Background: an optimization exercise with open tools, aiming at small area. Do not read the settings as production practice. In this exercise RTL edits were held to simulation tests only and were not proved equivalent to the original. The clock port is modelled as an ideal driver; clocking choices that lean on that would not hold on a real chip. Power is estimated from default activity; no workload was simulated.

[design/flow/flow/run.sh]
#!/bin/bash
# Own layout flow: the standard ORFS flow with smaller port buffers and a
# leaner clock tree (no dummy clock loads). Each tool's output goes to its own
# log in the work folder.
set -euo pipefail
export BUFFER_PORTS_ARGS="-buffer_cell sky130_fd_sc_hd__buf_1"
export CTS_ARGS="-sink_clustering_enable -repair_clock_nets -buf_list sky130_fd_sc_hd__clkbuf_8 -sink_clustering_size 20 -sink_clustering_max_diameter 60 -dont_use_dummy_load"
bash standard.sh > standard.log 2>&1
[design/flow/standard.sh]
#!/bin/bash
# synth_recipe.tcl (not shown) runs the flow's synth.tcl, then flattens the netlist and writes it again
# the make line also repeats each setting of config.mk as NAME=value (left out here)
make -C /OpenROAD-flow-scripts/flow DESIGN_CONFIG=/design/flow/config.mk WORK_HOME=/design/flow/orfs CLKGATE_MAP_FILE= SYNTH_SCRIPT=/design/flow/synth_recipe.tcl "${@:-finish}"
[design/flow/config.mk]
export PLATFORM = sky130hd
export DESIGN_NAME = gaussian_blur
export DESIGN_NICKNAME = gaussian_blur
export VERILOG_FILES = /design/flow/design.v
export SDC_FILE = /design/flow/constraint.sdc
export NUM_CORES = 4
export LEC_CHECK = 0
export CAP_MARGIN = 20
export CORE_MARGIN = 2
export CORE_UTILIZATION = 40
export CTS_BUF_LIST = sky130_fd_sc_hd__clkbuf_8
export CTS_CLUSTER_DIAMETER = 60
export CTS_CLUSTER_SIZE = 20
export SLEW_MARGIN = 20
[design/flow/constraint.sdc]
create_clock -name core_clock -period 5.0 [get_ports {clk}]
set_input_delay 1.0000 -clock core_clock [delete_from_list [all_inputs] [get_ports {clk}]]
set_output_delay 1.0000 -clock core_clock [all_outputs]
set_load 0.01 [all_outputs]
[design/flow/design.v]
module window_gen #(
    parameter int DATA_W = 8,
    parameter int IMG_W  = 32
)(
    input  logic              clk,
    input  logic              pixel_vld,
    input  logic [DATA_W-1:0] pixel_in,
    output logic [DATA_W-1:0] tap32,
    output logic [DATA_W-1:0] tap64
);
    logic [DATA_W-1:0] sr [0:2*IMG_W-1];
    always_ff @(posedge clk) begin
        if (pixel_vld) begin
            sr[0] <= pixel_in;
            for (int i = 1; i < 2*IMG_W; i++)
                sr[i] <= sr[i-1];
        end
    end
    assign tap32 = sr[IMG_W-1];
    assign tap64 = sr[2*IMG_W-1];
endmodule
module gaussian_blur (
  input  logic        clk,
  input  logic        rst_n,
  input  logic [7:0]  pixel_in,
  input  logic        pixel_vld,
  output logic [7:0]  pixel_out,
  output logic        pixel_vld_out
);
  localparam int IMG_W = 32;
  localparam int IMG_H = 24;
  logic [7:0] tap32, tap64;
  window_gen #(.DATA_W(8), .IMG_W(IMG_W)) win0 (
    .clk      (clk),
    .pixel_vld(pixel_vld),
    .pixel_in (pixel_in),
    .tap32    (tap32),
    .tap64    (tap64)
  );
  logic [8:0]  cs_s;
  logic [9:0]  cs_c;
  logic [10:0] rc0;
  logic [9:0]  vin;
  assign cs_s[0] = tap64[0] ^ pixel_in[0];
  assign cs_c[0] = 1'b0;
  assign cs_c[1] = tap64[0] & pixel_in[0];
  for (genvar i = 1; i < 8; i++) begin : g_csa0
    assign {cs_c[i+1], cs_s[i]} = tap64[i] + pixel_in[i] + tap32[i-1];
  end
  assign cs_s[8] = tap32[7];
  assign cs_c[9] = 1'b0;
  assign rc0[0] = 1'b0;
  for (genvar i = 0; i < 10; i++) begin : g_cpa0
    logic a;
    assign a = (i < 9) ? cs_s[i] : 1'b0;
    assign {rc0[i+1], vin[i]} = a + cs_c[i] + rc0[i];
  end
  logic [9:0] v0, v1, v2;
  always_ff @(posedge clk) begin
    if (pixel_vld) begin
      v0 <= vin;
      v1 <= v0;
      v2 <= v1;
    end
  end
  logic [11:0] sum;
  logic [10:0] ss_s;
  logic [11:0] ss_c;
  logic [12:0] rc1;
  assign ss_s[0] = v2[0] ^ v0[0];
  assign ss_c[0] = 1'b0;
  assign ss_c[1] = v2[0] & v0[0];
  for (genvar i = 1; i < 10; i++) begin : g_csa1
    assign {ss_c[i+1], ss_s[i]} = v2[i] + v0[i] + v1[i-1];
  end
  assign ss_s[10] = v1[9];
  assign ss_c[11] = 1'b0;
  assign rc1[0] = 1'b0;
  for (genvar i = 0; i < 12; i++) begin : g_cpa1
    logic a;
    assign a = (i < 11) ? ss_s[i] : 1'b0;
    assign {rc1[i+1], sum[i]} = a + ss_c[i] + rc1[i];
  end
  logic [1:0] vld_pipe;
  always_ff @(posedge clk or negedge rst_n) begin
    if (!rst_n) begin
      vld_pipe      <= 2'b0;
      pixel_vld_out <= 1'b0;
    end else begin
      vld_pipe      <= {vld_pipe[0], pixel_vld};
      pixel_vld_out <= vld_pipe[1];
    end
  end
  logic [$clog2(IMG_W)-1:0] col_cnt;
  logic [$clog2(IMG_H)-1:0] row_cnt;
  always_ff @(posedge clk or negedge rst_n) begin
    if (!rst_n) begin
      col_cnt <= '0;
      row_cnt <= '0;
    end else if (vld_pipe[1]) begin
      col_cnt <= col_cnt + 1'b1;
      if (&col_cnt)
        row_cnt <= (row_cnt == 5'(IMG_H-1)) ? '0 : row_cnt + 1'b1;
    end
  end
  always_ff @(posedge clk) begin
    if (row_cnt == 0)
      pixel_out <= sum[9:2];
    else
      pixel_out <= sum[11:4];
  end
endmodule
==> results.yml, run 1 <==
timing:
  grt_setup_unrepaired: "no"
  fin_worst_skew_ps: 40.7
  setup-tns-final_ps: 0
  setup_viol: 0
  relSlewSlack_pct: 40.7
  timing.hold.ws_ps: 381
  worstMarginPinSlew_ps: 889
  report.final.slew_viol_count: 0
  min_period_ps: 4810
  min_period_over_period_pct: 96.2
  fmax_ghz: 0.208
  hold_viol: 0
clocking:
  cts_made_buffers: 35
  clk_pin_slew_ps: 110
  htree_levels: 2
  cts_hold_buf: 0
  clkSinkCount: 563
  clock-root-buffer: "clkbuf_8"
  clkLatencyLatePin_ps: 580
  cts_tree: "done"
  clockBufferDepth: 3
cells_and_area:
  ff_latch_area_um2: 16800
  fin_nets: 755
  finish.utilization_pct: 43.6
  layout.cells.non_filler: 1297
  drive_above_1_share_pct: 8.94
  n_antenna_cell: 0
  syn2layout_area_growth_pct: 7.94
  nFillCells: 3678
  multi_input_area_um2: 1030
global_route:
  grt_max_degree: 122
  grt_antenna_before_repair: 1
  gr-total-overflow: 0
  grt_pass1_wl_um: 32000
  first_global_vias: 5706
  gr-usage-all-layers_pct: 8.86
floorplan:
  die_w_um: 215
  coreArea_um2: 44000
  dieArea_um2: 46200
  ios: 20
  die_h_um: 215
  placementRows: 77
  start_util_pct: 40.4
logic_synthesis:
  yosysTopAreaCell: "edfxtp_1"
  synth_top_area_share_pct: 91.4
  synth.area.mux_share_pct: 0.696
  synth_ff_type: "edfxtp_1"
  yosys.area_share.adder_pct: 3.95
  synth_compound_area_share_pct: 0.232
  synth_edf_count: 542
  syn_area_um2: 17800
  synth_seq_cells: 563
  yosys.area_share.simple_pct: 0.513
  synth_common_cells: "edfxtp_1, fa_1, dfrtp_1"
  yosys_warnings: 3
  synthMostInstantiatedCell: "edfxtp_1"
  synth_top_family_by_area: "adder cells"
  yosys.area_share.xor_xnor_pct: 0.246
  yosys-top-cells-area: "edfxtp_1, fa_1, dfrtp_1"
  synth_area_per_cell_um2: 27.6
  ys_types: 20
  async_flop_share_pct: 2.31
  ys_seq_area_share_pct: 94.2
  synthCells: 646
route:
  drt_iter0_drc: 630
  detail_route.wl_per_cell_um: 15.8
  wl_um: 20500
  via_count: 5827
  antenna_left: 0
  drc: 0
  viasPerCell: 4.49
  drt_first_pass_iters: 4
power:
  ir_drop_v: 0.000182
  switching_share_pct: 20.6
  p_comb_share_pct: 6.8
  p_switching_mw: 1.67
  p_per_area_nw_per_um2: 423
  seqPwrFrac_pct: 70.2
  p_int_mw: 6.45
  power_leakage_nw: 6.26
  pwr-share-clk_pct: 23.1
setup_path:
  start_kind: "register"
  critPathBufInv: 0
  slowest_stage: "fa_1"
  reg2reg_depth: 12
  critPathKind: "register to register"
  slowest_delay_ps: 500
  rrSetupSlack_ps: 190
  crit_start: "v0[1]$_DFFE_PP_"
  required_ps: 5460
  critical-path-top-delay-family: "adder cells"
  crit_fanout: 2
  crit_cells: 12
  critPathCaptureType: "register"
  critPathArrivalTime_ps: 5270
  crit_chain: "fa_1 > and3_4 > fa_2 > fa_2 > fa_2 > fa_2 > fa_2 > fa_2 > fa_2 > fa_2 > fa_1 > mux2_2"
  crit_end: "pixel_out[6]$_DFF_P_"
  r2r-end: "pixel_out[6]$_DFF_P_"
  path_common_cell: "fa_2"
  reg2reg_from: "v0[1]$_DFFE_PP_"
placed_design:
  gp_congestion: 0.673
  dp_cells: 1261
  io_buffers: 19
  dp_hpwl_um: 10100
run:
  cap_violations: 0
worst_hold_path:
  hold_depth: 0
  hp-class: "register to register"
status:
  outcome: "timing/DRC/antenna clean"
-- flip-flops by register name (all words and copies together), names as in the netlist --
| signal | count |
|---|---|
| win0.sr | 512 |
| v0 | 10 |
| v1 | 10 |
| v2 | 10 |
| pixel_out | 8 |
| col_cnt | 5 |
| row_cnt | 5 |
| vld_pipe | 2 |
| pixel_vld_out | 1 |
-- repair_timing --
action	4_1_cts	5_1_grt
buffers inserted	1	0
pin swaps	3	6
endpoints found under the setup margin	2	2
gates resized for setup	1	0
-- worst register-to-register path: cells and delay by family, from the launching register on --
family,cells,cell delay (ps)
and+or+nand+nor,1,170
adders and majority gates,10,3870
muxes,1,270
DFF,1,430
-- worst min path at each step --
stage,from,end,slack [ps]
final,win0.sr[44][3]$_DFFE_PP_,win0.sr[45][3]$_DFFE_PP_,380
after global routing,win0.sr[44][3]$_DFFE_PP_,win0.sr[45][3]$_DFFE_PP_,380
after CTS,win0.sr[44][3]$_DFFE_PP_,win0.sr[45][3]$_DFFE_PP_,380
after detailed placement,vld_pipe[0]$_DFF_PN0_,vld_pipe[1]$_DFF_PN0_,350
after global placement,vld_pipe[0]$_DFF_PN0_,vld_pipe[1]$_DFF_PN0_,330
after floorplan,vld_pipe[0]$_DFF_PN0_,vld_pipe[1]$_DFF_PN0_,330
-- per-layer routing --
metal | track usage, % | share of wire (%) | vias up | wire length, um
li1 | - | - | 2635 | -
met1 | 15.0 | 56 | 3069 | 11600
met2 | 10.9 | 37 | 86 | 7670
met3 | 2.17 | 3.9 | 37 | 799
met4 | 3.08 | 2.2 | 0 | 449
met5 | 0 | 0 | - | 0
-- placed cells by master, fill, tap and decap left out, types with 5 or more instances in the layout --
cell type,n
buf_1,18
clkbuf_8,35
dfrtp_1,13
dfxtp_1,8
edfxtp_1,542
fa_1,24
fa_2,8
ha_1,5
inv_1,8
mux2_2,11
-- metrics by stage --
step / setup slack (ps) / total power [mW] / cell area, um2
6_report: 191 / 8.12 / 19200
2_1_floorplan: 38.1 / 6.10 / 17800
3_3_place_gp: -165 / 6.35 / 18700
5_1_grt: 25.4 / 8.53 / 19200
3_5_place_dp: -191 / 6.37 / 18700
4_1_cts: 47.9 / 8.28 / 19200
-- power by group through the flow --
| stage | clock, mW | sequential, mW | combinational (mW) |
|---|---|---|---|
| floorplan | 0 | 5.76 | 0.335 |
| global placement | 0 | 5.80 | 0.554 |
| CTS | 2.00 | 5.70 | 0.572 |
| global route | 2.16 | 5.74 | 0.640 |
| detailed placement | 0 | 5.80 | 0.574 |
| finish | 1.87 | 5.70 | 0.548 |
-- area by class of cell --
type	count	share of cell area [%]
multi-input cells	74	5.35
inverters	8	0.156
repair buffers	25	0.886
clock buffers	35	2.51
well taps	592	3.86
flip-flops and latches	563	87.2
-- kinds of logic (layout without fill, tap and decap cells) --
logic type,after synthesis,count (layout)
XOR/XNOR,5,5
AO/OA/AOI/OAI,7,7
adder cells (fa/ha/maj),37,37
flip-flops,563,563
multiplexers,11,11
buffers and inverters,9,68
AND/OR/NAND/NOR,14,14
==> run 2, diff against run 1 <==
==> design/flow/flow/run.sh (replaced) <==
#!/bin/bash
# Own layout flow: the standard ORFS flow with small port buffers and a
# lean clock tree (no dummy clock loads, a clock slew target for CTS repair).
# Tool output goes to standard.log.
set -euo pipefail
export BUFFER_PORTS_ARGS="-buffer_cell sky130_fd_sc_hd__buf_1"
export CTS_ARGS="-sink_clustering_enable -repair_clock_nets -dont_use_dummy_load -buf_list sky130_fd_sc_hd__clkbuf_16 -sink_clustering_size 36 -sink_clustering_max_diameter 90"
export PRE_CTS_TCL="$PWD/flow/pre_cts.tcl"
bash standard.sh > standard.log 2>&1
==> design/flow/flow/pre_cts.tcl (new file) <==
set_max_transition 0.100 -clock_path [all_clocks]
--- a/design/flow/config.mk
+++ b/design/flow/config.mk
@@ -8,7 +8,4 @@
 export CAP_MARGIN = 20
 export CORE_MARGIN = 2
 export CORE_UTILIZATION = 40
-export CTS_BUF_LIST = sky130_fd_sc_hd__clkbuf_8
-export CTS_CLUSTER_DIAMETER = 60
-export CTS_CLUSTER_SIZE = 20
 export SLEW_MARGIN = 20
==> results.yml, run 2 <==
route:
  viasPerCell: 4.51
  via_count: 5773
  drt_iter0_drc: 693
  drt_first_pass_iters: 4
  wl_um: 20100
  detail_route.wl_per_cell_um: 15.7
  drc: 0
  antenna_left: 0
timing:
  grt_setup_unrepaired: "no"
  fmax_ghz: 0.207
  hold_viol: 0
  min_period_ps: 4830
  relSlewSlack_pct: 40.2
  worstMarginPinSlew_ps: 897
  min_period_over_period_pct: 96.7
  fin_worst_skew_ps: 23.7
  report.final.slew_viol_count: 0
  setup_viol: 0
setup_path:
  slowest_delay_ps: 500
  r2r-end: "pixel_out[6]$_DFF_P_"
  slowest_stage: "fa_1"
  reg2reg_depth: 12
  critPathCaptureType: "register"
  required_ps: 5440
  path_common_cell: "fa_2"
  start_kind: "register"
  crit_fanout: 2
  reg2reg_from: "v0[1]$_DFFE_PP_"
  critPathBufInv: 0
  crit_chain: "fa_1 > and3_4 > fa_2 > fa_2 > fa_2 > fa_2 > fa_2 > fa_2 > fa_2 > fa_2 > fa_1 > mux2_2"
  critPathKind: "register to register"
  rrSetupSlack_ps: 170
  critical-path-top-delay-family: "adder cells"
  critPathArrivalTime_ps: 5270
power:
  p_per_area_nw_per_um2: 424
  power_mw: 8.15
  ir_drop_v: 0.000279
  power_leakage_nw: 6.24
clocking:
  clkSinkCount: 563
  cts_tree: "done"
  clk_pin_slew_ps: 120
  clkLatencyLatePin_ps: 540
  cts_made_buffers: 19
global_route:
  grt_pass1_wl_um: 31300
  first_global_vias: 5515
  gr-total-overflow: 0
  grt_antenna_before_repair: 1
  grt_max_degree: 122
  gr-usage-all-layers_pct: 8.50
logic_synthesis:
  synthMostInstantiatedCell: "edfxtp_1"
  synth.area.mux_share_pct: 0.696
  synthCells: 646
  yosys.area_share.simple_pct: 0.513
  yosys-top-cells-area: "edfxtp_1, fa_1, dfrtp_1"
  synth_top_area_share_pct: 91.4
  synth_seq_cells: 563
  synth_top_family_by_area: "adder cells"
  yosys.area_share.xor_xnor_pct: 0.246
  synth_compound_area_share_pct: 0.232
  ys_seq_area_share_pct: 94.2
  syn_area_um2: 17800
  synth_ff_type: "edfxtp_1"
  synth_edf_count: 542
  yosys.area_share.adder_pct: 3.95
  async_flop_share_pct: 2.31
  synth_area_per_cell_um2: 27.6
  ys_types: 20
  synth_common_cells: "edfxtp_1, fa_1, dfrtp_1"
  yosysTopAreaCell: "edfxtp_1"
  yosys_warnings: 3
worst_hold_path:
  hold_path_end: "vld_pipe[1]$_DFF_PN0_"
  hp-class: "register to register"
  hold_start: "vld_pipe[0]$_DFF_PN0_"
  hold_depth: 0
floorplan:
  placementRows: 77
  dieArea_um2: 46200
  start_util_pct: 40.4
  ios: 20
  die_h_um: 215
  coreArea_um2: 44000
  die_w_um: 215
cells_and_area:
  ff_latch_area_um2: 16800
  fin_nets: 739
  largest_register_ffs: 512
  n_antenna_cell: 0
  final_cell_mix: "edfxtp_1, fa_1, clkbuf_16, buf_1, dfrtp_1"
  multi_input_area_um2: 1030
  finish.utilization_pct: 43.6
  nFillCells: 3681
  postLayoutCellArea_um2: 19200
  drive_above_1_share_pct: 6.82
  regMostFlops: "win0.sr"
  syn2layout_area_growth_pct: 7.90
  final_common_cell: "edfxtp_1"
run:
  cap_violations: 0
status:
  outcome: "timing/DRC/antenna clean"
placed_design:
  placed_cell_area_um2: 18700
  gp_congestion: 0.673
  io_buffers: 19
  dp_hpwl_um: 10100
run 2: cell count changes in the layout (fill, tap and decap cells not counted), sizes merged:
cell and delta:
clkbuf -16
run 2: repair_timing:
item / CTS / global route
hold buffers: 0 / 0
endpoints found under the setup margin: 2 / 2
pin swaps: 3 / 6
setup buffers: 1 / 0
resized for setup: 1 / 0
run 2: where the power goes:
part           switching [mW]  total (mW)  internal (mW)
Sequential              0.143        5.70           5.56
Combinational           0.296       0.553          0.256
Clock                    1.20        1.90          0.696
run 2: worst register-to-register path: cells and delay by family (launching register included):
kind                     cells  cell delay [ps]
flip-flops                   1              440
adder cells (fa/ha/maj)     10             3870
multiplexers                 1              270
AND/OR/NAND/NOR              1              170
run 2: how the worst max path moves through the flow:
stage,from,endpoint,slack (ps),cells after the start
2_1_floorplan,v0[1]$_DFFE_PP_,pixel_out[6]$_DFF_P_,40,12
3_3_place_gp,pixel_in[1],v0[8]$_DFFE_PP_,-160,12
3_5_place_dp,pixel_in[1],v0[8]$_DFFE_PP_,-190,12
4_1_cts,v1[0]$_DFFE_PP_,pixel_out[6]$_DFF_P_,50,12
5_1_grt,v0[1]$_DFFE_PP_,pixel_out[6]$_DFF_P_,3,12
6_report,v0[1]$_DFFE_PP_,pixel_out[6]$_DFF_P_,170,12
run 2: layout make-up:
cell class                 count  share of cell area [%]
clock buffer                  19                    2.48
inverter                       8                   0.156
multi-input combinational     74                    5.36
sequential                   563                    87.3
tap                          592                    3.86
timing repair buffer          25                   0.886
run 2: kinds of logic (layout without fill, tap and decap cells):
family,Yosys count,count (layout)
muxes,11,11
adders and majority gates,37,37
DFF,563,563
and+or+nand+nor,14,14
xor gates and xnor gates,5,5
buffers and inverters,9,52
AOI/OAI and AO/OA,7,7
run 2: per-stage QoR:
stage               TNS [ps]  setup slack, ps  hold WS (ps)  cells
finish                     0              166           370   1281
global route               0             3.18           380   1281
CTS                        0             46.4           376   1281
detailed placement      -467             -191           346   1261
global placement        -278             -165           332   1261
floorplan                  0             38.1           331    646
run 2: per-layer routing:
metal / wire length [um] / global-route usage (%)
met2: 7680 / 10.8
met5: 0 / 0
met3: 614 / 1.47
met4: 426 / 2.18
met1: 11400 / 14.8
==> run 3, diff against run 2 <==
==> design/flow/flow/run.sh (replaced) <==
#!/bin/bash
# Own layout flow: the standard ORFS flow with small port buffers and a
# lean clock tree (no dummy clock loads). Tool output goes to standard.log.
set -euo pipefail
export BUFFER_PORTS_ARGS="-buffer_cell sky130_fd_sc_hd__buf_1"
export CTS_ARGS="-sink_clustering_enable -repair_clock_nets -dont_use_dummy_load -buf_list sky130_fd_sc_hd__clkbuf_4 -sink_clustering_size 10 -sink_clustering_max_diameter 40"
bash standard.sh > standard.log 2>&1
removed: design/flow/flow/pre_cts.tcl
==> results.yml, run 3 <==
status:
  outcome: "timing/DRC/antenna clean"
logic_synthesis:
  ys_seq_area_share_pct: 94.2
  synth_area_per_cell_um2: 27.6
  yosys_warnings: 3
  synth_edf_count: 542
  synth_seq_cells: 563
  ys_types: 20
  yosys-top-cells-area: "edfxtp_1, fa_1, dfrtp_1"
  syn_area_um2: 17800
  yosysTopAreaCell: "edfxtp_1"
  synth_top_area_share_pct: 91.4
  synthMostInstantiatedCell: "edfxtp_1"
  async_flop_share_pct: 2.31
  synthCells: 646
  synth_common_cells: "edfxtp_1, fa_1, dfrtp_1"
  synth_ff_type: "edfxtp_1"
run:
  cap_violations: 0
route:
  antenna_left: 0
  via_count: 5987
  wl_um: 21200
  drt_first_pass_iters: 4
  dr_wl_met3_um: 1120
  topRoutingLayerUsed: "met4"
  viasPerCell: 4.49
  drt_iter0_drc: 641
  dr_wl_met2_um: 7770
  detail_route.wl_per_cell_um: 15.9
  drc: 0
  route.layer.met1.wl_um: 11600
timing:
  setup-tns-final_ps: 0
  fmax_ghz: 0.207
  relSlewSlack_pct: 40.6
  fin_worst_skew_ps: 67.3
  timing.hold.ws_ps: 285
  min_period_ps: 4820
  grt_setup_unrepaired: "no"
  setup_viol: 0
  worstMarginPinSlew_ps: 891
  hold_viol: 0
  min_period_over_period_pct: 96.4
  report.final.slew_viol_count: 0
clocking:
  cts_made_buffers: 68
  clk_pin_slew_ps: 110
  cts_tree: "done"
  clkLatencyLatePin_ps: 720
  cts_hold_buf: 0
  clock-root-buffer: "clkbuf_4"
  htree_levels: 3
  clockBufferDepth: 3
  clkSinkCount: 563
power:
  p_int_mw: 6.44
  pwr-share-clk_pct: 23.7
  p_switching_mw: 1.74
  switching_share_pct: 21.3
  seqPwrFrac_pct: 69.6
  ir_drop_v: 0.000243
  p_per_area_nw_per_um2: 425
  power_leakage_nw: 6.32
  p_comb_share_pct: 6.7
  power_mw: 8.19
cells_and_area:
  final_common_cell: "edfxtp_1"
  regMostFlops: "win0.sr"
  largest_register_ffs: 512
  layout.cells.non_filler: 1332
  nFillCells: 3712
  multi_input_area_um2: 1030
  ff_latch_area_um2: 16800
  final_cell_mix: "edfxtp_1, clkbuf_4, fa_1, buf_1, dfrtp_1"
  fin_nets: 788
  syn2layout_area_growth_pct: 8.13
  drive_above_1_share_pct: 13.0
setup_path:
  required_ps: 5610
  slowest_stage: "fa_1"
  critPathCaptureType: "register"
  critPathArrivalTime_ps: 5430
  critical-path-top-delay-family: "adder cells"
  critPathBufInv: 0
  slowest_delay_ps: 480
  path_common_cell: "fa_2"
  reg2reg_depth: 12
  crit_fanout: 2
  crit_chain: "fa_1 > and3_4 > fa_2 > fa_2 > fa_2 > fa_2 > fa_2 > fa_2 > fa_2 > fa_2 > fa_1 > mux2_2"
  critPathKind: "register to register"
  crit_cells: 12
  start_kind: "register"
global_route:
  gr-total-overflow: 0
  grt_antenna_before_repair: 2
  first_global_vias: 5968
  gr-usage-all-layers_pct: 9.30
  grt_pass1_wl_um: 33100
  grt_max_degree: 122
floorplan:
  start_util_pct: 40.4
  dieArea_um2: 46200
  ios: 20
  die_w_um: 215
  coreArea_um2: 44000
  die_h_um: 215
  placementRows: 77
placed_design:
  dp_cells: 1261
  io_buffers: 19
  gp_congestion: 0.673
  dp_hpwl_um: 10100
worst_hold_path:
  hp-class: "input port to asynchronous set/reset pin"
run 3: changes by cell type in the layout (fill, tap and decap cells not counted):
| cell | previous run | this run |
|---|---|---|
| diode_2 | 0 | 2 |
| clkbuf_16 | 19 | 0 |
| clkbuf_4 | 1 | 69 |
run 3: area by class of cell:
class,count,share of cell area (%)
timing repair buffer,25,0.884
antenna,2,0.0260
multi-input combinational,74,5.34
inverter,8,0.156
tap,592,3.85
clock buffer,68,2.65
sequential,563,87.1
run 3: logic make-up (layout without fill, tap and decap cells):
logic type / count (synthesis) / in the layout / share of synthesized area, %
AO/OA/AOI/OAI: 7 / 7 / 0.232
XOR/XNOR: 5 / 5 / 0.246
adder cells (fa/ha/maj): 37 / 37 / 3.95
buffers and inverters: 9 / 101 / 0.197
flip-flops: 563 / 563 / 94.2
multiplexers: 11 / 11 / 0.696
other: 0 / 2 / 0
AND/OR/NAND/NOR: 14 / 14 / 0.513
run 3: worst paths after layout:
kind / endpoint / slack (ps) / startpoint
min in group core_clock: win0.sr[14][3]$_DFFE_PP_ / 350 / win0.sr[13][3]$_DFFE_PP_
min: row_cnt[4]$_DFFE_PN0P_ / 290 / rst_n
max in group asynchronous: col_cnt[0]$_DFFE_PN0P_ / 4250 / rst_n
max reg2reg: pixel_out[6]$_DFF_P_ / 180 / v1[0]$_DFFE_PP_
min reg2reg: win0.sr[14][3]$_DFFE_PP_ / 350 / win0.sr[13][3]$_DFFE_PP_
max: pixel_out[6]$_DFF_P_ / 180 / v1[0]$_DFFE_PP_
run 3: metrics by stage:
step,worst slack (ps),instance area [um2],util [%]
after detailed placement,-191,18700,42.5
after floorplan,38.1,17800,-
final,180,19200,43.7
after global routing,4.22,19200,43.7
after global placement,-165,18700,42.5
after CTS,45.1,19200,43.7
run 3: what timing repair did:
action / in CTS / in global routing
endpoints found under the hold margin: 0 / 0
pin swaps: 3 / 6
gates cloned: 0 / 0
resized for setup: 1 / 0
setup endpoints to repair: 2 / 2
buffers inserted: 1 / 0
run 3: power groups by stage:
stage	clock, mW	combinational (mW)	sequential, mW
after floorplan	0	0.335	5.76
after global routing	2.25	0.641	5.74
final	1.94	0.552	5.70
after global placement	0	0.554	5.80
after detailed placement	0	0.574	5.80
after CTS	2.08	0.574	5.70
run 3: per-layer routing:
layer	GRT usage, %	vias up
met5	0	-
met4	4.65	0
met3	3.01	55
met2	10.8	126
met1	15.1	3063
li1	-	2743
==> run 4, diff against run 3 <==
==> design/flow/flow/run.sh (replaced) <==
#!/bin/bash
# Own layout flow: the standard ORFS flow with small port buffers and a
# lean clock tree (no dummy clock loads). Tool output goes to standard.log.
set -euo pipefail
export BUFFER_PORTS_ARGS="-buffer_cell sky130_fd_sc_hd__buf_1"
export CTS_ARGS="-sink_clustering_enable -repair_clock_nets -dont_use_dummy_load -buf_list sky130_fd_sc_hd__clkbuf_8 -sink_clustering_size 24 -sink_clustering_max_diameter 60"
bash standard.sh > standard.log 2>&1
--- a/design/flow/config.mk
+++ b/design/flow/config.mk
@@ -7,5 +7,5 @@
 export LEC_CHECK = 0
 export CAP_MARGIN = 20
 export CORE_MARGIN = 2
-export CORE_UTILIZATION = 40
+export CORE_UTILIZATION = 70
 export SLEW_MARGIN = 20
==> results.yml, run 4 <==
logic_synthesis:
  synth_seq_cells: 563
  synth_top_area_share_pct: 91.4
  syn_area_um2: 17800
  synth_common_cells: "edfxtp_1, fa_1, dfrtp_1"
  yosys-top-cells-area: "edfxtp_1, fa_1, dfrtp_1"
  ys_types: 20
  async_flop_share_pct: 2.31
  synth_edf_count: 542
  synth_area_per_cell_um2: 27.6
  synth_ff_type: "edfxtp_1"
  ys_seq_area_share_pct: 94.2
  synthMostInstantiatedCell: "edfxtp_1"
  synthCells: 646
  yosysTopAreaCell: "edfxtp_1"
  yosys_warnings: 3
timing:
  min_period_over_period_pct: 96.7
  min_period_ps: 4840
  report.final.slew_viol_count: 0
  grt_setup_unrepaired: "no"
  setup-tns-final_ps: 0
  relSlewSlack_pct: 38.0
  setup_viol: 0
  fin_worst_skew_ps: 42.6
  worstMarginPinSlew_ps: 930
  fmax_ghz: 0.207
  hold_viol: 0
  timing.hold.ws_ps: 351
clocking:
  clk_pin_slew_ps: 90
  cts_tree: "done"
  clkLatencyLatePin_ps: 550
  cts_setup_buffers: 0
  cts_made_buffers: 36
  clockBufferDepth: 3
  cts_hold_buf: 0
  clock-root-buffer: "clkbuf_8"
  clkSinkCount: 563
  htree_levels: 2
floorplan:
  placementRows: 58
  die_h_um: 163
  coreArea_um2: 25100
  dieArea_um2: 26700
  die_w_um: 163
  ios: 20
  start_util_pct: 70.9
route:
  drc: 0
  via_count: 5900
  detail_route.wl_per_cell_um: 19.4
  wl_um: 20200
  viasPerCell: 5.65
  drt_first_pass_iters: 6
  antenna_left: 0
  drt_iter0_drc: 552
placed_design:
  gp_congestion: 0.726
  dp_hpwl_um: 10300
  io_buffers: 19
  placed_cell_area_um2: 18500
  dp_cells: 1009
setup_path:
  slowest_delay_ps: 500
  critPathCaptureType: "register"
  critPathKind: "register to register"
  path_common_cell: "fa_2"
  critical-path-top-delay-family: "adder cells"
  slowest_stage: "fa_1"
  required_ps: 5410
  start_kind: "register"
  crit_fanout: 2
  critPathBufInv: 0
  critPathArrivalTime_ps: 5250
  crit_chain: "fa_1 > and3_4 > fa_2 > fa_2 > fa_2 > fa_2 > fa_2 > fa_2 > fa_2 > fa_2 > fa_1 > mux2_2"
global_route:
  gr-total-overflow: 0
  grt_pass1_wl_um: 31300
  grt_antenna_before_repair: 0
  grt_max_degree: 100
  gr-usage-all-layers_pct: 15.6
  first_global_vias: 5736
cells_and_area:
  largest_register_ffs: 512
  final_cell_mix: "edfxtp_1, clkbuf_8, fa_1, buf_1, dfrtp_1"
  regMostFlops: "win0.sr"
  n_antenna_cell: 0
  syn2layout_area_growth_pct: 6.62
  postLayoutCellArea_um2: 19000
  final_common_cell: "edfxtp_1"
  fin_nets: 765
  drive_above_1_share_pct: 10.2
  layout.cells.non_filler: 1045
worst_hold_path:
  hp-class: "register to register"
power:
  p_per_area_nw_per_um2: 427
  ir_drop_v: 0.000282
  power_leakage_nw: 6.32
run:
  cap_violations: 0
status:
  outcome: "timing/DRC/antenna clean"
-- run 4: routing by layer --
metal | global-route usage (%) | share of wire (%)
met1 | 27.0 | 52
met2 | 21.2 | 42
met3 | 2.84 | 4.1
met4 | 4.35 | 1.7
met5 | 0 | 0
-- run 4: cell type report --
type                       count  area (um2)
sequential                   563       16800
fill                        1318        6130
multi-input combinational     74        1030
clock buffer                  36         495
tap                          330         413
timing repair buffer          34         250
inverter                       8        30.0
-- run 4: logic make-up after synthesis --
kind of cell	synth area share [%]
buffers and inverters	0.197
DFF	94.2
adders and majority gates	3.95
muxes	0.696
AOI/OAI and AO/OA	0.232
and+or+nand+nor	0.513
xor gates and xnor gates	0.246
-- run 4: timing repair --
action                     CTS  global route
gates cloned                 0             0
setup endpoints to repair    2             2
pin swaps                    6             6
gates resized for setup      1             0
-- run 4: path summary, 6_finish.rpt --
kind	start	endpoint	slack, ps	depth (start not counted)
hold reg to reg	vld_pipe[0]$_DFF_PN0_	vld_pipe[1]$_DFF_PN0_	350	0
min in group asynchronous	rst_n	col_cnt[2]$_DFFE_PN0P_	470	1
hold / removal	vld_pipe[0]$_DFF_PN0_	vld_pipe[1]$_DFF_PN0_	350	0
setup reg to reg	v1[0]$_DFFE_PP_	pixel_out[6]$_DFF_P_	160	12
max in group asynchronous	rst_n	vld_pipe[1]$_DFF_PN0_	4090	1
setup / recovery	v1[0]$_DFFE_PP_	pixel_out[6]$_DFF_P_	160	12
-- run 4: metrics by stage --
step	power [mW]	setup WS [ps]	utilization, %
after floorplan	6.10	38.1	-
after global placement	6.34	-151	73.6
after detailed placement	6.38	-204	73.6
after CTS	8.21	7.54	75.6
after global routing	8.46	35.3	75.6
final	8.10	163	75.6
-- run 4: power by group --
part	total, mW	leakage, nW	internal [mW]	switching (mW)
clock network	1.84	0.259	0.654	1.18
registers	5.70	5.53	5.56	0.142
logic	0.564	0.523	0.263	0.301
==> run 5, diff against run 4 <==
==> design/flow/flow/run.sh (replaced) <==
#!/bin/bash
# Own layout flow: the standard ORFS flow with small port buffers and a
# lean clock tree (no dummy clock loads). Tool output goes to standard.log.
set -euo pipefail
export BUFFER_PORTS_ARGS="-buffer_cell sky130_fd_sc_hd__buf_1"
export CTS_ARGS="-sink_clustering_enable -repair_clock_nets -dont_use_dummy_load -buf_list sky130_fd_sc_hd__clkbuf_16 -sink_clustering_size 32 -sink_clustering_max_diameter 60"
bash standard.sh > standard.log 2>&1
==> results.yml, run 5 <==
clocking:
  clockBufferDepth: 3
  htree_levels: 2
  clkLatencyLatePin_ps: 520
  cts_hold_buf: 0
  cts_tree: "done"
  clock-root-buffer: "clkbuf_16"
  cts_made_buffers: 36
  clkSinkCount: 563
  clk_pin_slew_ps: 60
cells_and_area:
  n_antenna_cell: 0
  drive_above_1_share_pct: 10.2
  syn2layout_area_growth_pct: 8.90
  finish.utilization_pct: 77.2
  fin_nets: 765
  final_common_cell: "edfxtp_1"
  regMostFlops: "win0.sr"
  final_cell_mix: "edfxtp_1, clkbuf_16, fa_1, buf_1, dfrtp_1"
  nFillCells: 1273
  largest_register_ffs: 512
global_route:
  grt_max_degree: 100
  first_global_vias: 5884
  gr-total-overflow: 0
  grt_antenna_before_repair: 0
  gr-usage-all-layers_pct: 16.3
  grt_pass1_wl_um: 32600
route:
  drt_first_pass_iters: 4
  viasPerCell: 5.67
  detail_route.wl_per_cell_um: 20.1
  drc: 0
  via_count: 5920
  wl_um: 21000
  drt_iter0_drc: 525
  antenna_left: 0
logic_synthesis:
  ys_seq_area_share_pct: 94.2
  synth_edf_count: 542
  yosysTopAreaCell: "edfxtp_1"
  syn_area_um2: 17800
  synthMostInstantiatedCell: "edfxtp_1"
  synth_ff_type: "edfxtp_1"
  yosys_warnings: 3
  ys_types: 20
  async_flop_share_pct: 2.31
  synth_area_per_cell_um2: 27.6
  yosys-top-cells-area: "edfxtp_1, fa_1, dfrtp_1"
  synth_seq_cells: 563
  synthCells: 646
  synth_common_cells: "edfxtp_1, fa_1, dfrtp_1"
  synth_top_area_share_pct: 91.4
timing:
  min_period_over_period_pct: 96.5
  relSlewSlack_pct: 38.4
  fmax_ghz: 0.207
  timing.hold.ws_ps: 349
  worstMarginPinSlew_ps: 924
  min_period_ps: 4830
  report.final.slew_viol_count: 0
  fin_worst_skew_ps: 30.7
  setup_viol: 0
  grt_setup_unrepaired: "no"
  setup-tns-final_ps: 0
  hold_viol: 0
floorplan:
  die_w_um: 163
  die_h_um: 163
  start_util_pct: 70.9
  dieArea_um2: 26700
  placementRows: 58
  coreArea_um2: 25100
  ios: 20
setup_path:
  reg2reg_from: "v1[0]$_DFFE_PP_"
  slowest_stage: "fa_1"
  crit_start: "v1[0]$_DFFE_PP_"
  critPathBufInv: 0
  rrSetupSlack_ps: 170
  critical-path-top-delay-family: "adder cells"
  critPathArrivalTime_ps: 5210
  crit_fanout: 2
  critPathKind: "register to register"
  crit_chain: "fa_1 > and3_4 > fa_2 > fa_2 > fa_2 > fa_2 > fa_2 > fa_2 > fa_2 > fa_2 > fa_1 > mux2_2"
  critPathCaptureType: "register"
  slowest_delay_ps: 500
  path_common_cell: "fa_2"
  start_kind: "register"
  required_ps: 5380
placed_design:
  gp_congestion: 0.726
  dp_hpwl_um: 10300
  io_buffers: 19
worst_hold_path:
  hold_start: "vld_pipe[0]$_DFF_PN0_"
  hp-class: "register to register"
power:
  p_per_area_nw_per_um2: 456
  power_mw: 8.85
  ir_drop_v: 0.000323
  power_leakage_nw: 6.50
status:
  outcome: "timing/DRC/antenna clean"
run:
  cap_violations: 0
run 5: cell count changes in the layout (fill, tap and decap cells not counted):
| cell | before | now |
|---|---|---|
| clkbuf_16 | 0 | 36 |
| clkbuf_8 | 36 | 0 |
run 5: cell type report:
class	instances	area, um2	area share [%]
flip-flops and latches	563	16800	86.5
multi-input cells	74	1030	5.31
clock buffers	36	901	4.65
well taps	330	413	2.13
repair buffers	34	250	1.29
inverters	8	30.0	0.155
run 5: layer usage:
metal | GRT usage, % | routed length [um]
met5 | 0 | 0
met4 | 4.78 | 467
met3 | 2.69 | 673
met2 | 23.4 | 9250
met1 | 26.8 | 10600
run 5: report_power, final:
| group | internal (mW) | switching (mW) | leakage [nW] |
|---|---|---|---|
| logic | 0.265 | 0.305 | 0.523 |
| registers | 5.56 | 0.148 | 5.53 |
| clock network | 1.28 | 1.29 | 0.444 |
| total | 7.10 | 1.74 | 6.50 |
run 5: metrics by stage:
step | setup WS, ps | cells | area (um2)
after floorplan | 38.1 | 646 | 17800
after global placement | -151 | 1009 | 18500
after detailed placement | -204 | 1009 | 18500
after CTS | 13.4 | 1045 | 19400
after global routing | 40.1 | 1045 | 19400
final | 173 | 1045 | 19400
run 5: cells by family (layout without fill, tap and decap cells):
| kind of cell | Yosys count | after routing | synth area share (%) |
|---|---|---|---|
| flip-flops | 563 | 563 | 94.2 |
| adder cells (fa/ha/maj) | 37 | 37 | 3.95 |
| AND/OR/NAND/NOR | 14 | 14 | 0.513 |
| multiplexers | 11 | 11 | 0.696 |
| buffers and inverters | 9 | 78 | 0.197 |
| AO/OA/AOI/OAI | 7 | 7 | 0.232 |
| XOR/XNOR | 5 | 5 | 0.246 |
run 5: path summary, 6_finish.rpt:
check,end,depth (start not counted)
setup / recovery,pixel_out[6]$_DFF_P_,12
hold / removal,vld_pipe[1]$_DFF_PN0_,0
setup reg to reg,pixel_out[6]$_DFF_P_,12
hold reg to reg,vld_pipe[1]$_DFF_PN0_,0
max in group asynchronous,col_cnt[0]$_DFFE_PN0P_,1
min in group asynchronous,col_cnt[4]$_DFFE_PN0P_,1
run 5: what timing repair did:
action / in CTS / in global routing
resized for setup: 1 / 0
endpoints found under the setup margin: 2 / 2
buffers inserted: 0 / 0
pin swaps: 6 / 7
==> run 6, diff against run 5 <==
==> design/flow/flow/run.sh (replaced) <==
#!/bin/bash
# Own layout flow: the standard ORFS flow with small port buffers and a
# lean clock tree (no dummy clock loads). Tool output goes to standard.log.
set -euo pipefail
export BUFFER_PORTS_ARGS="-buffer_cell sky130_fd_sc_hd__buf_1"
export CTS_ARGS="-sink_clustering_enable -repair_clock_nets -dont_use_dummy_load -buf_list sky130_fd_sc_hd__clkbuf_8 -sink_clustering_size 20 -sink_clustering_max_diameter 60"
bash standard.sh > standard.log 2>&1
==> design/flow/config.mk (replaced) <==
export PLATFORM = sky130hd
export DESIGN_NAME = gaussian_blur
export DESIGN_NICKNAME = gaussian_blur
export VERILOG_FILES = /design/flow/design.v
export SDC_FILE = /design/flow/constraint.sdc
export NUM_CORES = 4
export LEC_CHECK = 0
export CAP_MARGIN = 0
export CORE_MARGIN = 2
export CORE_UTILIZATION = 40
export SLEW_MARGIN = 0
==> results.yml, run 6 <==
floorplan:
  dieArea_um2: 46200
  placementRows: 77
  coreArea_um2: 44000
  die_h_um: 215
  start_util_pct: 40.4
  die_w_um: 215
  ios: 20
placed_design:
  io_buffers: 19
  dp_hpwl_um: 10100
  gp_congestion: 0.673
  placed_cell_area_um2: 18700
setup_path:
  r2r-end: "pixel_out[6]$_DFF_P_"
  rrSetupSlack_ps: 190
  required_ps: 5460
  reg2reg_from: "v0[1]$_DFFE_PP_"
  critPathArrivalTime_ps: 5270
  reg2reg_depth: 12
  critPathCaptureType: "register"
  critPathKind: "register to register"
  crit_fanout: 2
  start_kind: "register"
logic_synthesis:
  synthMostInstantiatedCell: "edfxtp_1"
  synth_edf_count: 542
  synth_common_cells: "edfxtp_1, fa_1, dfrtp_1"
  synth_area_per_cell_um2: 27.6
  synth_ff_type: "edfxtp_1"
  syn_area_um2: 17800
  yosysTopAreaCell: "edfxtp_1"
  async_flop_share_pct: 2.31
  synth_top_area_share_pct: 91.4
  synth_seq_cells: 563
  ys_seq_area_share_pct: 94.2
  yosys-top-cells-area: "edfxtp_1, fa_1, dfrtp_1"
  synthCells: 646
  ys_types: 20
  yosys_warnings: 3
power:
  ir_drop_v: 0.000182
  power_mw: 8.12
  power_leakage_nw: 6.26
  p_per_area_nw_per_um2: 423
global_route:
  grt_pass1_wl_um: 32000
  grt_max_degree: 122
  gr-total-overflow: 0
  first_global_vias: 5706
  gr-usage-all-layers_pct: 8.86
  grt_antenna_before_repair: 1
status:
  outcome: "timing/DRC/antenna clean"
route:
  via_count: 5827
  viasPerCell: 4.49
  wl_um: 20500
  drt_first_pass_iters: 4
  antenna_left: 0
  drt_iter0_drc: 630
  drc: 0
  detail_route.wl_per_cell_um: 15.8
cells_and_area:
  final_cell_mix: "edfxtp_1, clkbuf_8, fa_1, buf_1, dfrtp_1"
  syn2layout_area_growth_pct: 7.94
  largest_register_ffs: 512
  fin_nets: 755
  finish.utilization_pct: 43.6
  regMostFlops: "win0.sr"
  n_antenna_cell: 0
  drive_above_1_share_pct: 8.94
  final_common_cell: "edfxtp_1"
  postLayoutCellArea_um2: 19200
timing:
  relSlewSlack_pct: 40.7
  report.final.slew_viol_count: 0
  min_period_ps: 4810
  timing.hold.ws_ps: 381
  fin_worst_skew_ps: 40.7
  min_period_over_period_pct: 96.2
  setup_viol: 0
  fmax_ghz: 0.208
  hold_viol: 0
  grt_setup_unrepaired: "no"
  worstMarginPinSlew_ps: 889
worst_hold_path:
  hp-class: "register to register"
  hold_path_end: "win0.sr[45][3]$_DFFE_PP_"
  hold_start: "win0.sr[44][3]$_DFFE_PP_"
  hold_depth: 0
clocking:
  clkLatencyLatePin_ps: 580
  htree_levels: 2
  cts_tree: "done"
  clkSinkCount: 563
  clockBufferDepth: 3
  clock-root-buffer: "clkbuf_8"
  cts_made_buffers: 35
  clk_pin_slew_ps: 110
run:
  cap_violations: 0
==> run 6: cell types whose count changed in the layout (fill, tap and decap cells not counted) <==
cell       previous run  this run
buf_12                5         4
buf_4                10         2
clkbuf_16            36         0
clkbuf_8              0        35
==> run 6: area by class of cell <==
type	count	area, um2
repair buffers	25	170
clock buffers	35	482
fillers	3678	24800
inverters	8	30.0
flip-flops and latches	563	16800
multi-input cells	74	1030
well taps	592	741
==> run 6: what timing repair did <==
item | CTS | global route
gates resized for setup | 1 | 0
setup buffers | 1 | 0
hold buffers | 0 | 0
pin swaps | 3 | 6
setup endpoints to repair | 2 | 2
==> run 6: through the flow <==
| stage | setup TNS, ps | setup slack (ps) | instances |
|---|---|---|---|
| floorplan | 0 | 38.1 | 646 |
| global placement | -278 | -165 | 1261 |
| detailed placement | -467 | -191 | 1261 |
| CTS | 0 | 47.9 | 1297 |
| global route | 0 | 25.4 | 1297 |
| finish | 0 | 191 | 1297 |
==> run 6: power by group <==
group	switching (mW)	internal (mW)
logic	0.294	0.255
registers	0.141	5.56
clock network	1.24	0.637
total	1.67	6.45
==> run 6: kinds of logic after synthesis <==
group | after synthesis | share of synthesized area (%)
XOR/XNOR | 5 | 0.246
adder cells (fa/ha/maj) | 37 | 3.95
flip-flops | 563 | 94.2
AND/OR/NAND/NOR | 14 | 0.513
multiplexers | 11 | 0.696
buffers and inverters | 9 | 0.197
AO/OA/AOI/OAI | 7 | 0.232
==> run 6: worst max-delay path: stages (launching register included) <==
cell	delay [ps]
edfxtp_1	430
fa_1	500
and3_4	170
fa_2	340
fa_2	370
fa_2	380
fa_2	390
fa_2	340
fa_2	360
fa_2	390
fa_2	350
fa_1	450
mux2_2	270
==> run 6: how the worst max path moves through the flow <==
| stage | start | cells after the start | end |
|---|---|---|---|
| 3_3_place_gp | pixel_in[1] | 12 | v0[8]$_DFFE_PP_ |
| 6_report | v0[1]$_DFFE_PP_ | 12 | pixel_out[6]$_DFF_P_ |
| 3_5_place_dp | pixel_in[1] | 12 | v0[8]$_DFFE_PP_ |
| 5_1_grt | v0[1]$_DFFE_PP_ | 12 | pixel_out[6]$_DFF_P_ |
| 2_1_floorplan | v0[1]$_DFFE_PP_ | 12 | pixel_out[6]$_DFF_P_ |
| 4_1_cts | v1[0]$_DFFE_PP_ | 12 | pixel_out[6]$_DFF_P_ |
==> run 6: metal layers <==
metal / track usage [%] / up-vias / routed length [um]
met5: 0 / - / 0
met4: 3.08 / 0 / 449
met3: 2.17 / 37 / 799
met2: 10.9 / 86 / 7670
met1: 15.0 / 3069 / 11600
li1: - / 2635 / -
==> run 7, diff against run 6 <==
--- a/design/flow/flow/run.sh
+++ b/design/flow/flow/run.sh
@@ -4,4 +4,5 @@
 set -euo pipefail
 export BUFFER_PORTS_ARGS="-buffer_cell sky130_fd_sc_hd__buf_1"
 export CTS_ARGS="-sink_clustering_enable -repair_clock_nets -dont_use_dummy_load -buf_list sky130_fd_sc_hd__clkbuf_8 -sink_clustering_size 20 -sink_clustering_max_diameter 60"
+export REMOVE_ABC_BUFFERS=1
 bash standard.sh > standard.log 2>&1
--- a/design/flow/config.mk
+++ b/design/flow/config.mk
@@ -5,7 +5,7 @@
 export SDC_FILE = /design/flow/constraint.sdc
 export NUM_CORES = 4
 export LEC_CHECK = 0
-export CAP_MARGIN = 0
+export CAP_MARGIN = 20
 export CORE_MARGIN = 2
 export CORE_UTILIZATION = 40
-export SLEW_MARGIN = 0
+export SLEW_MARGIN = 20
==> results.yml, run 7 <==
logic_synthesis:
  ys_seq_area_share_pct: 94.2
  synth.area.mux_share_pct: 0.696
  synth_edf_count: 542
  yosys_warnings: 3
  synthMostInstantiatedCell: "edfxtp_1"
  synth_top_area_share_pct: 91.4
  synth_area_per_cell_um2: 27.6
  synth_common_cells: "edfxtp_1, fa_1, dfrtp_1"
  async_flop_share_pct: 2.31
  yosys-top-cells-area: "edfxtp_1, fa_1, dfrtp_1"
  synth_seq_cells: 563
  syn_area_um2: 17800
  ys_types: 20
  synthCells: 646
  yosys.area_share.xor_xnor_pct: 0.246
  yosys.area_share.simple_pct: 0.513
  synth_ff_type: "edfxtp_1"
  synth_top_family_by_area: "adder cells"
  yosys.area_share.adder_pct: 3.95
  yosysTopAreaCell: "edfxtp_1"
  synth_compound_area_share_pct: 0.232
timing:
  worstMarginPinSlew_ps: 868
  hold_viol: 0
  grt_setup_unrepaired: "no"
  relSlewSlack_pct: 42.1
  min_period_ps: 4800
  timing.hold.ws_ps: 359
  setup_viol: 0
  fmax_ghz: 0.208
  report.final.slew_viol_count: 0
  fin_worst_skew_ps: 55.5
  min_period_over_period_pct: 96.0
cells_and_area:
  layout.cells.non_filler: 1299
  fin_nets: 757
  drive_above_1_share_pct: 9.19
  final_common_cell: "edfxtp_1"
  largest_register_ffs: 512
  regMostFlops: "win0.sr"
  final_cell_mix: "edfxtp_1, clkbuf_8, fa_1, buf_1, dfrtp_1"
  syn2layout_area_growth_pct: 8.13
  n_antenna_cell: 0
  nFillCells: 3658
  finish.utilization_pct: 43.7
floorplan:
  coreArea_um2: 44000
  die_h_um: 215
  placementRows: 77
  start_util_pct: 40.4
  dieArea_um2: 46200
  die_w_um: 215
  ios: 20
route:
  drt_first_pass_iters: 4
  via_count: 5851
  drc: 0
  viasPerCell: 4.50
  drt_iter0_drc: 573
  antenna_left: 0
  detail_route.wl_per_cell_um: 15.9
  wl_um: 20700
power:
  power_leakage_nw: 6.28
  ir_drop_v: 0.000230
  power_mw: 8.16
  p_per_area_nw_per_um2: 424
setup_path:
  slowest_stage: "fa_1"
  start_kind: "register"
  slowest_delay_ps: 470
  critPathArrivalTime_ps: 5250
  critPathKind: "register to register"
  crit_fanout: 2
  required_ps: 5450
  path_common_cell: "fa_2"
  crit_chain: "fa_1 > and3_4 > fa_2 > fa_2 > fa_2 > fa_2 > fa_2 > fa_2 > fa_2 > fa_2 > fa_1 > mux2_2"
  critPathCaptureType: "register"
clocking:
  clock-root-buffer: "clkbuf_8"
  htree_levels: 2
  cts_made_buffers: 36
  clkSinkCount: 563
  cts_tree: "done"
  cts_setup_buffers: 0
  clockBufferDepth: 3
  clk_pin_slew_ps: 120
  cts_hold_buf: 0
  clkLatencyLatePin_ps: 580
placed_design:
  io_buffers: 19
  dp_cells: 1263
  dp_hpwl_um: 10100
  gp_congestion: 0.665
status:
  outcome: "timing/DRC/antenna clean"
global_route:
  gr-usage-all-layers_pct: 8.97
  grt_antenna_before_repair: 0
  grt_max_degree: 112
  first_global_vias: 5729
  gr-total-overflow: 0
  grt_pass1_wl_um: 32700
worst_hold_path:
  hp-class: "register to register"
run:
  cap_violations: 0
run 7: cell counts after synthesis:
No cell type changed its count.
run 7: area by class of cell:
| cell class | count | area (um2) | area share [%] |
|---|---|---|---|
| clock buffer | 36 | 495 | 2.57 |
| inverter | 8 | 30.0 | 0.156 |
| multi-input combinational | 74 | 1030 | 5.34 |
| sequential | 563 | 16800 | 87.1 |
| tap | 592 | 741 | 3.85 |
| timing repair buffer | 26 | 190 | 0.988 |
run 7: logic make-up after synthesis:
family | Yosys count
flops | 563
mux | 11
simple gates | 14
xor+xnor | 5
buf+inv | 9
compound gates | 7
fa+ha+maj | 37
run 7: timing repair:
item                                    in CTS  in global routing
endpoints found under the setup margin       3                  1
resized for setup                            9                  0
pin swaps                                    3                  4
run 7: metal layers:
| layer | track usage (%) | part of all wire, % |
|---|---|---|
| met4 | 3.33 | 2.6 |
| met2 | 11.1 | 38 |
| met1 | 15.1 | 55 |
| met5 | 0 | 0 |
| met3 | 2.01 | 4.3 |
run 7: where the power goes:
part | internal [mW] | total (mW) | switching, mW
clock | 0.654 | 1.90 | 1.25
sequential | 5.56 | 5.70 | 0.144
combinational | 0.256 | 0.563 | 0.306
total | 6.47 | 8.16 | 1.70
run 7: per-stage QoR:
| step | worst slack, ps | TNS (ps) | area [um2] |
|---|---|---|---|
| floorplan | -444 | -862 | 17800 |
| CTS | 56.7 | 0 | 19200 |
| global route | 41.2 | 0 | 19200 |
| detailed placement | -621 | -1650 | 18700 |
| finish | 202 | 0 | 19200 |
| global placement | -556 | -1410 | 18700 |
run 7: worst max-delay path, delay by kind of cell, from the launching register on:
family / cells / cell delay [ps]
simple gates: 1 / 170
fa+ha+maj: 10 / 3840
flops: 1 / 420
mux: 1 / 260
run 7: worst paths after layout:
| check | start | to | slack (ps) | cells after the start |
|---|---|---|---|---|
| worst max-delay path | v1[0]$_DFFE_PP_ | pixel_out[6]$_DFF_P_ | 200 | 12 |
| max in group asynchronous | rst_n | col_cnt[4]$_DFFE_PN0P_ | 4080 | 1 |
| worst min register to register | win0.sr[12][3]$_DFFE_PP_ | win0.sr[13][3]$_DFFE_PP_ | 360 | 0 |
| worst max register to register | v1[0]$_DFFE_PP_ | pixel_out[6]$_DFF_P_ | 200 | 12 |
| worst min-delay path | win0.sr[12][3]$_DFFE_PP_ | win0.sr[13][3]$_DFFE_PP_ | 360 | 0 |
| min in group asynchronous | rst_n | vld_pipe[0]$_DFF_PN0_ | 450 | 1 |
==> run 8, diff against run 7 <==
--- a/design/flow/flow/run.sh
+++ b/design/flow/flow/run.sh
@@ -4,5 +4,4 @@
 set -euo pipefail
 export BUFFER_PORTS_ARGS="-buffer_cell sky130_fd_sc_hd__buf_1"
 export CTS_ARGS="-sink_clustering_enable -repair_clock_nets -dont_use_dummy_load -buf_list sky130_fd_sc_hd__clkbuf_8 -sink_clustering_size 20 -sink_clustering_max_diameter 60"
-export REMOVE_ABC_BUFFERS=1
 bash standard.sh > standard.log 2>&1
--- a/design/flow/config.mk
+++ b/design/flow/config.mk
@@ -7,5 +7,5 @@
 export LEC_CHECK = 0
 export CAP_MARGIN = 20
 export CORE_MARGIN = 2
-export CORE_UTILIZATION = 40
+export CORE_UTILIZATION = 55
 export SLEW_MARGIN = 20
==> results.yml, run 8 <==
status:
  outcome: "timing/DRC/antenna clean"
timing:
  relSlewSlack_pct: 39.9
  setup_viol: 0
  min_period_over_period_pct: 97.3
  worstMarginPinSlew_ps: 902
  hold_viol: 0
  fin_worst_skew_ps: 63.7
  grt_setup_unrepaired: "no"
  fin_ws_ps: 136
  report.final.slew_viol_count: 0
  min_period_ps: 4860
  timing.hold.ws_ps: 365
  fmax_ghz: 0.206
global_route:
  grt_pass1_wl_um: 32000
  gr-usage-all-layers_pct: 12.4
  grt_max_degree: 107
  grt_antenna_before_repair: 1
  first_global_vias: 5817
  gr-total-overflow: 0
cells_and_area:
  n_antenna_cell: 0
  finish.utilization_pct: 60.0
  largest_register_ffs: 512
  final_cell_mix: "edfxtp_1, clkbuf_8, fa_1, buf_1, dfrtp_1"
  drive_above_1_share_pct: 9.58
  syn2layout_area_growth_pct: 6.88
  fin_nets: 760
  final_common_cell: "edfxtp_1"
  regMostFlops: "win0.sr"
logic_synthesis:
  synth_ff_type: "edfxtp_1"
  synth_common_cells: "edfxtp_1, fa_1, dfrtp_1"
  async_flop_share_pct: 2.31
  yosysTopAreaCell: "edfxtp_1"
  synthMostInstantiatedCell: "edfxtp_1"
  yosys-top-cells-area: "edfxtp_1, fa_1, dfrtp_1"
  synthCells: 646
  syn_area_um2: 17800
  ys_seq_area_share_pct: 94.2
  synth_edf_count: 542
  synth_area_per_cell_um2: 27.6
  yosys_warnings: 3
  synth_seq_cells: 563
  ys_types: 20
  synth_top_area_share_pct: 91.4
route:
  antenna_left: 0
  wl_um: 20200
  drt_iter0_drc: 455
  via_count: 5806
  drt_first_pass_iters: 4
  drc: 0
  detail_route.wl_per_cell_um: 18.2
  viasPerCell: 5.22
clocking:
  cts_hold_buf: 0
  clockBufferDepth: 3
  cts_made_buffers: 35
  clkSinkCount: 563
  clk_pin_slew_ps: 110
  clock-root-buffer: "clkbuf_8"
  htree_levels: 2
  cts_tree: "done"
  clkLatencyLatePin_ps: 570
setup_path:
  critPathCaptureType: "register"
  crit_chain: "fa_1 > and3_4 > fa_2 > fa_2 > fa_2 > fa_2 > fa_2 > fa_2 > fa_2 > fa_2 > fa_1 > mux2_2"
  slowest_stage: "fa_1"
  path_common_cell: "fa_2"
  rrSetupSlack_ps: 140
  r2r-end: "pixel_out[6]$_DFF_P_"
  start_kind: "register"
  crit_fanout: 2
  reg2reg_depth: 12
  slowest_delay_ps: 500
  required_ps: 5420
  critPathArrivalTime_ps: 5290
  reg2reg_from: "v1[0]$_DFFE_PP_"
  critPathKind: "register to register"
placed_design:
  dp_hpwl_um: 10200
  io_buffers: 19
  place_ws_ps: -186
  gp_congestion: 0.728
floorplan:
  die_w_um: 184
  ios: 20
  coreArea_um2: 31700
  start_util_pct: 56.1
  placementRows: 65
  die_h_um: 184
  dieArea_um2: 33800
power:
  p_per_area_nw_per_um2: 426
  power_leakage_nw: 6.29
  power_mw: 8.11
  ir_drop_v: 0.000317
worst_hold_path:
  hold_path_end: "vld_pipe[1]$_DFF_PN0_"
  hp-class: "register to register"
  hold_start: "vld_pipe[0]$_DFF_PN0_"
  hold_depth: 0
run:
  cap_violations: 0
## run 8: cell counts after synthesis
No cell type changed its count.
## run 8: worst max-delay path by stage
stage                     from              endpoint  depth (start not counted)
3_5_place_dp       pixel_in[1]       v0[8]$_DFFE_PP_                         12
4_1_cts        v2[1]$_DFFE_PP_  pixel_out[6]$_DFF_P_                         12
3_3_place_gp       pixel_in[1]       v0[8]$_DFFE_PP_                         12
5_1_grt        v1[0]$_DFFE_PP_  pixel_out[6]$_DFF_P_                         12
2_1_floorplan  v0[1]$_DFFE_PP_  pixel_out[6]$_DFF_P_                         12
6_report       v1[0]$_DFFE_PP_  pixel_out[6]$_DFF_P_                         12
## run 8: area by class of cell
cell class	count	area [um2]
multi-input cells	74	1030
flip-flops and latches	563	16800
repair buffers	30	220
fillers	2160	12700
clock buffers	35	482
inverters	8	30.0
well taps	402	503
## run 8: worst max-delay path, delay by kind of cell (launching register included)
| family | cells | cell delay, ps |
|---|---|---|
| adders and majority gates | 10 | 3890 |
| muxes | 1 | 260 |
| DFF | 1 | 430 |
| and+or+nand+nor | 1 | 170 |
## run 8: logic make-up after synthesis
group / share of synthesized area [%]
AOI/OAI and AO/OA: 0.232
xor gates and xnor gates: 0.246
adders and majority gates: 3.95
DFF: 94.2
muxes: 0.696
buffers and inverters: 0.197
and+or+nand+nor: 0.513
## run 8: timing repair
item                                   CTS  global route
cloned                                   0             0
gates resized for setup                  1             0
setup buffers                            0             0
pin swaps                                4             2
setup endpoints to repair                2             1
endpoints found under the hold margin    0             0
## run 8: power breakdown
group	switching, mW	internal (mW)
Clock	1.21	0.637
Sequential	0.143	5.56
Combinational	0.304	0.262
Total	1.66	6.45
## run 8: metrics by stage
| step | cells | instance area, um2 | TNS [ps] |
|---|---|---|---|
| after floorplan | 646 | 17800 | 0 |
| after global placement | 1077 | 18500 | -262 |
| after detailed placement | 1077 | 18500 | -516 |
| after CTS | 1112 | 19000 | 0 |
| after global routing | 1112 | 19000 | 0 |
| final | 1112 | 19000 | 0 |
## run 8: layer usage
| layer | up-vias | routed length (um) | global-route usage (%) |
|---|---|---|---|
| met1 | 3039 | 10600 | 20.3 |
| met4 | 0 | 480 | 4.42 |
| li1 | 2647 | - | - |
| met3 | 34 | 876 | 2.52 |
| met5 | - | 0 | 0 |
| met2 | 86 | 8290 | 16.6 |
==> run 9, diff against run 8 <==
--- a/design/flow/config.mk
+++ b/design/flow/config.mk
@@ -7,5 +7,7 @@
 export LEC_CHECK = 0
 export CAP_MARGIN = 20
 export CORE_MARGIN = 2
-export CORE_UTILIZATION = 55
+export CORE_UTILIZATION = 40
+export GPL_ROUTABILITY_DRIVEN = 0
+export GPL_TIMING_DRIVEN = 0
 export SLEW_MARGIN = 20
==> results.yml, run 9 <==
clocking:
  cts_made_buffers: 35
  clock-root-buffer: "clkbuf_8"
  cts_hold_buf: 0
  clockBufferDepth: 3
  clkLatencyLatePin_ps: 590
  clk_pin_slew_ps: 110
  htree_levels: 2
  clkSinkCount: 563
  cts_tree: "done"
cells_and_area:
  regMostFlops: "win0.sr"
  n_antenna_cell: 0
  postLayoutCellArea_um2: 19500
  largest_register_ffs: 512
  syn2layout_area_growth_pct: 9.45
  drive_above_1_share_pct: 10.6
  finish.utilization_pct: 44.2
  layout.cells.non_filler: 1310
  fin_nets: 768
  final_cell_mix: "edfxtp_1, clkbuf_8, fa_1, buf_1, buf_12"
  final_common_cell: "edfxtp_1"
route:
  viasPerCell: 4.52
  drc: 0
  wl_um: 21000
  drt_iter0_drc: 620
  antenna_left: 0
  via_count: 5917
  drt_first_pass_iters: 4
  detail_route.wl_per_cell_um: 16.0
logic_synthesis:
  synth_area_per_cell_um2: 27.6
  yosys-top-cells-area: "edfxtp_1, fa_1, dfrtp_1"
  synth_ff_type: "edfxtp_1"
  async_flop_share_pct: 2.31
  synth_top_area_share_pct: 91.4
  synth_seq_cells: 563
  ys_types: 20
  synth_edf_count: 542
  synthCells: 646
  yosys_warnings: 3
  syn_area_um2: 17800
  ys_seq_area_share_pct: 94.2
  yosysTopAreaCell: "edfxtp_1"
  synth_common_cells: "edfxtp_1, fa_1, dfrtp_1"
  synthMostInstantiatedCell: "edfxtp_1"
global_route:
  gr-total-overflow: 0
  first_global_vias: 5913
  grt_pass1_wl_um: 33200
  gr-usage-all-layers_pct: 9.18
  grt_antenna_before_repair: 3
  grt_max_degree: 38
placed_design:
  dp_hpwl_um: 11900
  placed_cell_area_um2: 19000
  io_buffers: 19
  place_ws_ps: -228
  dp_cells: 1274
worst_hold_path:
  hp-class: "register to register"
timing:
  timing.hold.ws_ps: 359
  fin_worst_skew_ps: 61.8
  relSlewSlack_pct: 53.7
  setup_viol: 0
  grt_setup_unrepaired: "no"
  fin_ws_ps: 168
  fmax_ghz: 0.207
  worstMarginPinSlew_ps: 695
  min_period_over_period_pct: 96.6
  min_period_ps: 4830
  hold_viol: 0
  report.final.slew_viol_count: 0
setup_path:
  slowest_delay_ps: 460
  critPathCaptureType: "register"
  start_kind: "register"
  required_ps: 5460
  critPathKind: "register to register"
  critPathArrivalTime_ps: 5290
  crit_chain: "fa_1 > and3_4 > fa_2 > fa_2 > fa_2 > fa_2 > fa_2 > fa_2 > fa_2 > fa_2 > fa_1 > mux2_2"
  path_common_cell: "fa_2"
  critPathBufInv: 0
  crit_fanout: 2
  critical-path-top-delay-family: "adder cells"
  slowest_stage: "fa_1"
power:
  p_per_area_nw_per_um2: 419
  power_leakage_nw: 6.39
  ir_drop_v: 0.000272
floorplan:
  coreArea_um2: 44000
  die_h_um: 215
  start_util_pct: 40.4
  die_w_um: 215
  ios: 20
  dieArea_um2: 46200
  placementRows: 77
run:
  cap_violations: 0
status:
  outcome: "timing/DRC/antenna clean"
==> run 9: power breakdown <==
part           total (mW)  leakage [nW]  switching, mW  internal [mW]
clock network        1.88         0.252           1.24          0.637
logic               0.598         0.604          0.319          0.279
registers            5.69          5.53          0.133           5.55
==> run 9: layout make-up <==
class	count	area, um2
fill	3645	24500
sequential	563	16800
multi-input combinational	74	1030
tap	592	741
clock buffer	35	482
timing repair buffer	37	435
inverter	8	30.0
buffer	1	5.00
==> run 9: what timing repair did <==
item | 4_1_cts | 5_1_grt
pin swaps | 3 | 4
endpoints found under the setup margin | 2 | 2
setup buffers | 1 | 0
cloned | 0 | 0
resized for setup | 0 | 1
==> run 9: kinds of logic (layout without fill, tap and decap cells) <==
group	Yosys count	count (layout)	synth area share [%]
compound gates	7	7	0.232
xor+xnor	5	5	0.246
fa+ha+maj	37	37	3.95
buf+inv	9	81	0.197
flops	563	563	94.2
mux	11	11	0.696
simple gates	14	14	0.513
==> run 9: worst reg2reg max path: stages (launching register included) <==
cell and delay [ps]:
edfxtp_1 430, fa_1 460, and3_4 160, fa_2 380, fa_2 340, fa_2 360
fa_2 400, fa_2 350, fa_2 350, fa_2 380, fa_2 390, fa_1 440
mux2_2 280
==> run 9: per-stage QoR <==
step / power [mW] / setup TNS [ps]
after floorplan: 6.10 / 0
after global placement: 6.53 / -8790320
after detailed placement: 6.41 / -575
after CTS: 8.32 / 0
after global routing: 8.58 / 0
final: 8.16 / 0
==> run 9: path summary, 6_finish.rpt <==
check,start,to,slack (ps),cells past startpoint
worst max-delay path,v1[0]$_DFFE_PP_,pixel_out[6]$_DFF_P_,170,12
worst max register to register,v1[0]$_DFFE_PP_,pixel_out[6]$_DFF_P_,170,12
worst min register to register,vld_pipe[0]$_DFF_PN0_,vld_pipe[1]$_DFF_PN0_,360,0
max in group asynchronous,rst_n,col_cnt[4]$_DFFE_PN0P_,4110,1
min in group asynchronous,rst_n,row_cnt[1]$_DFFE_PN0P_,440,1
worst min-delay path,vld_pipe[0]$_DFF_PN0_,vld_pipe[1]$_DFF_PN0_,360,0
==> run 9: metal layers <==
layer | GRT usage, % | routed length [um] | vias up
met1 | 15.6 | 11500 | 3103
li1 | - | - | 2675
met5 | 0 | 0 | -
met2 | 11.0 | 7880 | 92
met4 | 3.82 | 666 | 0
met3 | 2.05 | 942 | 47

==> port drivers added, routing unchanged <==
No port has a modelled driver above. Below, the same layouts with a new extraction and two added sets of constraints.
Step 1 assumes that a clkbuf_16 drives the clock port and a buf_2 every other input.
Step 2 moves the port delays by t, midway between the first and last clock arrival at a register: inputs arrive t later, outputs are due t later. That takes back most of the time a late clock gives input paths.
Three values: ideal ports, drivers, drivers and shift; two values: the first two.
run | t (ns) | setup WS [ns] | hold WS [ns] | clock arrival spread, ns | worst register clock-pin slew, ns
run 1 | 0.595 | 0.191 / 0.191 / -0.140 | 0.381 / 0.381 / 0.381 | 0.053 / 0.053 | 0.11 / 0.11
run 2 | 0.577 | 0.166 / 0.166 / -0.132 | 0.370 / 0.370 / 0.370 | 0.024 / 0.024 | 0.12 / 0.12
run 3 | 0.734 | 0.180 / 0.180 / -0.098 | 0.285 / 0.264 / 0.353 | 0.093 / 0.094 | 0.11 / 0.11
run 4 | 0.568 | 0.163 / 0.163 / -0.161 | 0.351 / 0.351 / 0.351 | 0.045 / 0.044 | 0.12 / 0.12
run 5 | 0.553 | 0.173 / 0.173 / -0.186 | 0.349 / 0.349 / 0.349 | 0.039 / 0.039 | 0.10 / 0.10
run 6 | 0.595 | 0.191 / 0.191 / -0.140 | 0.381 / 0.381 / 0.381 | 0.053 / 0.053 | 0.11 / 0.11
run 7 | 0.597 | 0.202 / 0.202 / -0.113 | 0.359 / 0.359 / 0.359 | 0.056 / 0.056 | 0.12 / 0.12
run 8 | 0.581 | 0.136 / 0.136 / -0.145 | 0.365 / 0.365 / 0.365 | 0.072 / 0.071 | 0.11 / 0.11
run 9 | 0.605 | 0.168 / 0.168 / -0.185 | 0.359 / 0.359 / 0.359 | 0.062 / 0.063 | 0.11 / 0.11
With both steps, setup timing fails in every run listed, where it was met with ideal ports. For run 5, which loses most, drivers alone change the setup slack by 0.000 ns; drivers and shift together by -0.359 ns.
